Background: an optimization exercise with open tools, aiming at small area and a short achievable clock period. Do not read the settings as production practice. RTL that was checked went through simulation tests only; none was proved equivalent to the original. The flow treats the clock pin as an ideal source, which a real chip does not have.

Design alu_top, start of the top module:
module alu_top (
    input  wire        clk,
    input  wire [31:0] a,
    input  wire [31:0] b,
    input  wire [3:0]  opcode,
    output wire [31:0] result,
    output wire        zero_flag,
    output wire        carry_flag,
    output wire        sign_flag,
    output wire        overflow_flag
);
Size in the first run: about 1900 cells after synthesis, ~120 flip-flops, roughly 110 I/O pins.
==> flow/config.mk <==
export PLATFORM = sky130hd
export DESIGN_NAME = alu_top
export DESIGN_NICKNAME = alu_top
export VERILOG_FILES = /design/flow/design.v
export SDC_FILE = /design/flow/constraint.sdc
export NUM_CORES = 4
export LEC_CHECK = 0
export CAP_MARGIN = 20
export CORE_MARGIN = 2
export CORE_UTILIZATION = 40
export SLEW_MARGIN = 20
==> flow/constraint.sdc <==
create_clock -name core_clock -period 12.0 [get_ports {clk}]
set_input_delay 2.4000 -clock core_clock [delete_from_list [all_inputs] [get_ports {clk}]]
set_output_delay 2.4000 -clock core_clock [all_outputs]
set_load 0.01 [all_outputs]
standard.sh (not shown) runs the stock make flow with config.mk's settings and CLKGATE_MAP_FILE= SYNTH_SCRIPT=/design/flow/synth_recipe.tcl, a recipe that flattens the netlist after the stock synthesis.
==> flow/flow/run.sh <==
#!/bin/bash
# The standard layout (standard.sh), with these changes:
#  - synthesis without the early generic "abc -fast" pass, so that the full
#    adders written in the RTL reach extract_fa as written (no inverters
#    between adder cells); registers are unchanged,
#  - after clock tree synthesis, flow/skew.tcl delays the clock of the second
#    register stage (useful skew for the paths between the two stages),
#  - the smallest buffer cell for the port buffers.
# The SDC and the clock period are the standard flow's. Each tool's output goes to the
# ORFS logs under orfs/logs; make's own output to standard.log.
cp standard.sh standard_sh.txt
bash standard.sh SYNTH_ARGS=-noabc SETUP_SLACK_MARGIN=6.8 \
  "BUFFER_PORTS_ARGS=-buffer_cell sky130_fd_sc_hd__buf_1" \
  POST_CTS_TCL=$PWD/flow/skew.tcl \
  "SKEW_CHAIN=sky130_fd_sc_hd__clkdlybuf4s50_1 sky130_fd_sc_hd__clkbuf_4" \
  finish > standard.log 2>&1
Other scripts of this flow, unchanged in this note and not shown: flow/flow/skew.tcl
The baseline finished with timing, DRC and antenna clean.
Next try:
--- a/flow/flow/run.sh
+++ b/flow/flow/run.sh
@@ -6,11 +6,14 @@
 #  - after clock tree synthesis, flow/skew.tcl delays the clock of the second
 #    register stage (useful skew for the paths between the two stages),
-#  - the smallest buffer cell for the port buffers.
+#  - the smallest buffer cell for the port buffers,
+#  - no gate cloning in timing repair,
+#  - no dummy loads in clock tree synthesis.
 # The SDC and the clock period are the standard flow's. Each tool's output goes to the
 # ORFS logs under orfs/logs; make's own output to standard.log.
 cp standard.sh standard_sh.txt
-bash standard.sh SYNTH_ARGS=-noabc SETUP_SLACK_MARGIN=6.8 \
+bash standard.sh SYNTH_ARGS=-noabc SETUP_SLACK_MARGIN=7.3 SKIP_GATE_CLONING=1 \
   "BUFFER_PORTS_ARGS=-buffer_cell sky130_fd_sc_hd__buf_1" \
+  "CTS_ARGS=-sink_clustering_enable -repair_clock_nets -dont_use_dummy_load" \
   POST_CTS_TCL=$PWD/flow/skew.tcl \
-  "SKEW_CHAIN=sky130_fd_sc_hd__clkdlybuf4s50_1 sky130_fd_sc_hd__clkbuf_4" \
+  "SKEW_CHAIN=sky130_fd_sc_hd__clkdlybuf4s50_1 sky130_fd_sc_hd__clkdlybuf4s25_1 sky130_fd_sc_hd__clkbuf_4" \
   finish > standard.log 2>&1
Settings changed: CORE_UTILIZATION 40 to 60.
What happened:
- The new run produced a clean layout
- die area drops by 33%
- core utilization rose by 23 points
- fmax went up by 6.1%
- register-to-register slack gets better by 0.28 ns
- sequential cell count does not change
No functional check of the RTL was part of any run of this note.

========
Setup of pepper:
Another version of the RTL of alu_top (not shown whole).
For scale: about 110 I/O pins, about 0.017 mm^2 of cells after synthesis.
==> flow/design.v (excerpt) <==
module alu_top (
    input  wire        clk,
    input  wire [31:0] a,
    input  wire [31:0] b,
    input  wire [3:0]  opcode,
    output wire [31:0] result,
    output wire        zero_flag,
    output wire        carry_flag,
    output wire        sign_flag,
    output wire        overflow_flag
);
export LEC_CHECK = 0
export CAP_MARGIN = 20
export CORE_MARGIN = 2
export CORE_UTILIZATION = 60
export SLEW_MARGIN = 20
create_clock -name core_clock -period 12.0 [get_ports {clk}]
==> flow/flow/run.sh <==
#!/bin/bash
# The standard layout (standard.sh), with these changes:
#  - synthesis without the early generic "abc -fast" pass, so that the full
#    adders written in the RTL reach extract_fa as written (no inverters
#    between adder cells); registers are unchanged,
#  - after clock tree synthesis, flow/skew.tcl delays the clock of the second
#    register stage (useful skew for the paths between the two stages),
#  - the smallest buffer cell for the port buffers.
# The SDC and the clock period are the standard flow's. Each tool's output goes to the
# ORFS logs under orfs/logs; make's own output to standard.log.
cp standard.sh standard_sh.txt
bash standard.sh SYNTH_ARGS=-noabc SETUP_SLACK_MARGIN=7.3 \
  "BUFFER_PORTS_ARGS=-buffer_cell sky130_fd_sc_hd__buf_1" \
  POST_CTS_TCL=$PWD/flow/skew.tcl \
  "SKEW_CHAIN=sky130_fd_sc_hd__clkdlybuf4s50_1 sky130_fd_sc_hd__clkbuf_4" \
  finish > standard.log 2>&1
Other scripts of this flow, unchanged in this note and not shown: flow/flow/skew.tcl
pepper: all stages complete, timing, DRC and antenna checks passed
Inputs modified between pepper and tundra:
# pepper
export LEC_CHECK = 0
export CAP_MARGIN = 20
export CORE_MARGIN = 2
export CORE_UTILIZATION = 60
export SLEW_MARGIN = 20
create_clock -name core_clock -period 12.0 [get_ports {clk}]
# tundra
export LEC_CHECK = 0
export CAP_MARGIN = 20
export CORE_MARGIN = 2
export CORE_UTILIZATION = 40
export SLEW_MARGIN = 20
create_clock -name core_clock -period 12.0 [get_ports {clk}]
--- a/flow/flow/run.sh
+++ b/flow/flow/run.sh
@@ -12 +12 @@
-bash standard.sh SYNTH_ARGS=-noabc SETUP_SLACK_MARGIN=7.3 \
+bash standard.sh SYNTH_ARGS=-noabc SETUP_SLACK_MARGIN=6.8 \
Notes after the runs:
The sequential share of layout area was comparable across pepper and tundra. [diff] global-route wire length before repair, tundra relative to pepper: improvement. tundra vs pepper — critical path depth dropped 12. In the tables for pepper and tundra, ratio of final minimum period to clock period reads lower with pepper. Going from pepper to tundra, total wire length after detailed routing saw a decrease, proportion of layout cells with a drive suffix above 1 shrank by 4.5 points, final HPWL from detailed placement saw a decrease. Going from pepper to tundra, post-layout instance area shrank by a few percent. Taking pepper as the reference point, the worst setup slack after layout of tundra falls by 0.41 ns. The higher via count of the first global-routing pass of pepper and tundra is in pepper.
The inputs of indigo differ from those of tundra as listed below.
--- a/flow/flow/run.sh
+++ b/flow/flow/run.sh
@@ -8 +8,2 @@
-#  - the smallest buffer cell for the port buffers.
+#  - the smallest buffer cell for the port buffers,
+#  - no gate cloning in timing repair.
@@ -12 +13 @@
-bash standard.sh SYNTH_ARGS=-noabc SETUP_SLACK_MARGIN=6.8 \
+bash standard.sh SYNTH_ARGS=-noabc SETUP_SLACK_MARGIN=7.3 SKIP_GATE_CLONING=1 \
[summary]
For indigo, the type of the worst setup path was reg2reg, unlike tundra, where it was reg2out. Going from tundra to indigo, number of filler instances in the final layout moved down; final wirelength picked up an extra 7.4%.
Inputs modified between indigo and quartz:
# indigo
export LEC_CHECK = 0
export CAP_MARGIN = 20
export CORE_MARGIN = 2
export CORE_UTILIZATION = 40
export SLEW_MARGIN = 20
create_clock -name core_clock -period 12.0 [get_ports {clk}]
# quartz
export LEC_CHECK = 0
export CAP_MARGIN = 0
export CORE_MARGIN = 2
export CORE_UTILIZATION = 55
export SLEW_MARGIN = 0
create_clock -name core_clock -period 12.0 [get_ports {clk}]
--- a/flow/flow/run.sh
+++ b/flow/flow/run.sh
@@ -9 +9,2 @@
-#  - no gate cloning in timing repair.
+#  - no gate cloning in timing repair,
+#  - no dummy loads in clock tree synthesis.
@@ -14,0 +16 @@
+  "CTS_ARGS=-sink_clustering_enable -repair_clock_nets -dont_use_dummy_load" \
Results
Taking indigo as the reference point, the global routing usage on met2 of quartz rises by 19 points. indigo → quartz: flip-flop and latch count level, portion of the clock cycle consumed by the worst path in the final layout climbed 0.51 points. quartz has completed all stages; timing, DRC and antenna checks passed.
Input changes introduced in amber (baseline for comparison: quartz):
# quartz
export LEC_CHECK = 0
export CAP_MARGIN = 0
export CORE_MARGIN = 2
export CORE_UTILIZATION = 55
export SLEW_MARGIN = 0
create_clock -name core_clock -period 12.0 [get_ports {clk}]
# amber
export LEC_CHECK = 0
export CAP_MARGIN = 20
export CORE_MARGIN = 2
export CORE_UTILIZATION = 40
export SLEW_MARGIN = 20
create_clock -name core_clock -period 12.0 [get_ports {clk}]
--- a/flow/flow/run.sh
+++ b/flow/flow/run.sh
@@ -8,3 +8 @@
-#  - the smallest buffer cell for the port buffers,
-#  - no gate cloning in timing repair,
-#  - no dummy loads in clock tree synthesis.
+#  - the smallest buffer cell for the port buffers.
@@ -14 +12 @@
-bash standard.sh SYNTH_ARGS=-noabc SETUP_SLACK_MARGIN=7.3 SKIP_GATE_CLONING=1 \
+bash standard.sh SYNTH_ARGS=-noabc SETUP_SLACK_MARGIN=7.6 \
@@ -16 +13,0 @@
-  "CTS_ARGS=-sink_clustering_enable -repair_clock_nets -dont_use_dummy_load" \
@@ -18 +15 @@
-  "SKEW_CHAIN=sky130_fd_sc_hd__clkdlybuf4s50_1 sky130_fd_sc_hd__clkbuf_4" \
+  "SKEW_CHAIN=sky130_fd_sc_hd__clkdlybuf4s50_1 sky130_fd_sc_hd__clkbuf_2 sky130_fd_sc_hd__clkbuf_4" \
- Sequential standard cell area (amber vs. quartz) increases by a few percent
- From quartz to amber, area share of xor/xnor cells in the synthesized design did not move at all.
- Placement row count was lower in quartz than in amber.
- As far as pin count of the biggest net entering global routing goes, amber and quartz are indistinguishable; the numbers are identical.
- Diff quartz -> amber: length of routed wiring on met1 went up by 5.4%, register-to-register slack went up by 0.06 ns.
- Number of cells in the finished layout apart from fillers, amber vs quartz: up by a few percent
diff inputs: amber => ember
# amber
export LEC_CHECK = 0
export CAP_MARGIN = 20
export CORE_MARGIN = 2
export CORE_UTILIZATION = 40
export SLEW_MARGIN = 20
create_clock -name core_clock -period 12.0 [get_ports {clk}]
# ember
export LEC_CHECK = 0
export CAP_MARGIN = 20
export CORE_MARGIN = 2
export CORE_UTILIZATION = 60
export SLEW_MARGIN = 20
create_clock -name core_clock -period 12.0 [get_ports {clk}]
--- a/flow/flow/run.sh
+++ b/flow/flow/run.sh
@@ -12 +12 @@
-bash standard.sh SYNTH_ARGS=-noabc SETUP_SLACK_MARGIN=7.6 \
+bash standard.sh SYNTH_ARGS=-noabc SETUP_SLACK_MARGIN=7.1 \
@@ -15 +15 @@
-  "SKEW_CHAIN=sky130_fd_sc_hd__clkdlybuf4s50_1 sky130_fd_sc_hd__clkbuf_2 sky130_fd_sc_hd__clkbuf_4" \
+  "SKEW_CHAIN=sky130_fd_sc_hd__clkdlybuf4s50_1 sky130_fd_sc_hd__clkbuf_4" \
Results
Summary of ember over amber: final cell count went down 7.9%, cell area went down about 4.5%, routed length on met2 went down 5.2%, maximum operating frequency went down about 1%.
In ember relative to amber, tap cell count had gone down by more than a quarter.
Per the comparison of ember with amber, total number of vias higher, detailed-routed wire length on met3 decreased by 190 um relative to the old numbers.
Clock latency at the later pin of the worst-skew pair in ember is 0.11 ns below amber.
Total detailed-routing wirelength in ember is about 5% below amber.

==> what the ideal ports hide <==
How much do the figures lean on ideal ports? The routed layouts below were timed once more, with nothing changed but the port constraints.
Step 1 (the two cells are an assumption about what drives the block):
set clk [get_ports {clk}]
set_driving_cell -lib_cell sky130_fd_sc_hd__clkbuf_16 $clk
set_driving_cell -lib_cell sky130_fd_sc_hd__buf_2 [delete_from_list [all_inputs] $clk]
Step 2, shift: input delay + t, output delay - t, t = (earliest + latest rising clock arrival at the registers) / 2. This alone moves slack from input paths to output paths.
a / b / c = ideal / step 1 / step 2; a / b = the first two.
run | t (ns) | setup slack, ns | hold slack, ns | clock arrival spread, ns | worst register clock-pin slew, ns
the first run of note 1 | 0.807 | 7.055 / 7.055 / 6.820 | 0.030 / 0.030 / 0.030 | 0.651 / 0.652 | 0.09 / 0.09
the second run of note 1 | 0.912 | 7.339 / 7.339 / 6.584 | 0.059 / 0.059 / 0.059 | 0.919 / 0.920 | 0.11 / 0.11
pepper | 0.786 | 7.331 / 7.312 / 6.736 | 0.068 / 0.068 / 0.068 | 0.662 / 0.662 | 0.09 / 0.09
tundra | 0.808 | 6.916 / 6.861 / 6.710 | 0.096 / 0.096 / 0.096 | 0.649 / 0.649 | 0.11 / 0.11
indigo | 0.800 | 7.355 / 7.312 / 6.859 | 0.030 / 0.030 / 0.030 | 0.643 / 0.643 | 0.09 / 0.09
quartz | 0.768 | 7.295 / 7.295 / 6.867 | 0.091 / 0.091 / 0.091 | 0.638 / 0.638 | 0.08 / 0.08
amber | 0.842 | 7.329 / 7.275 / 6.986 | 0.014 / 0.014 / 0.014 | 0.738 / 0.738 | 0.10 / 0.10
ember | 0.776 | 7.284 / 7.238 / 6.904 | 0.113 / 0.113 / 0.113 | 0.640 / 0.641 | 0.09 / 0.09
In every run listed the clock reaches the registers at very different times; t lies between them, and the last value is a rough guide only. For the second run of note 1, which loses most, drivers alone change the setup slack by 0.000 ns; drivers and shift together by -0.755 ns.
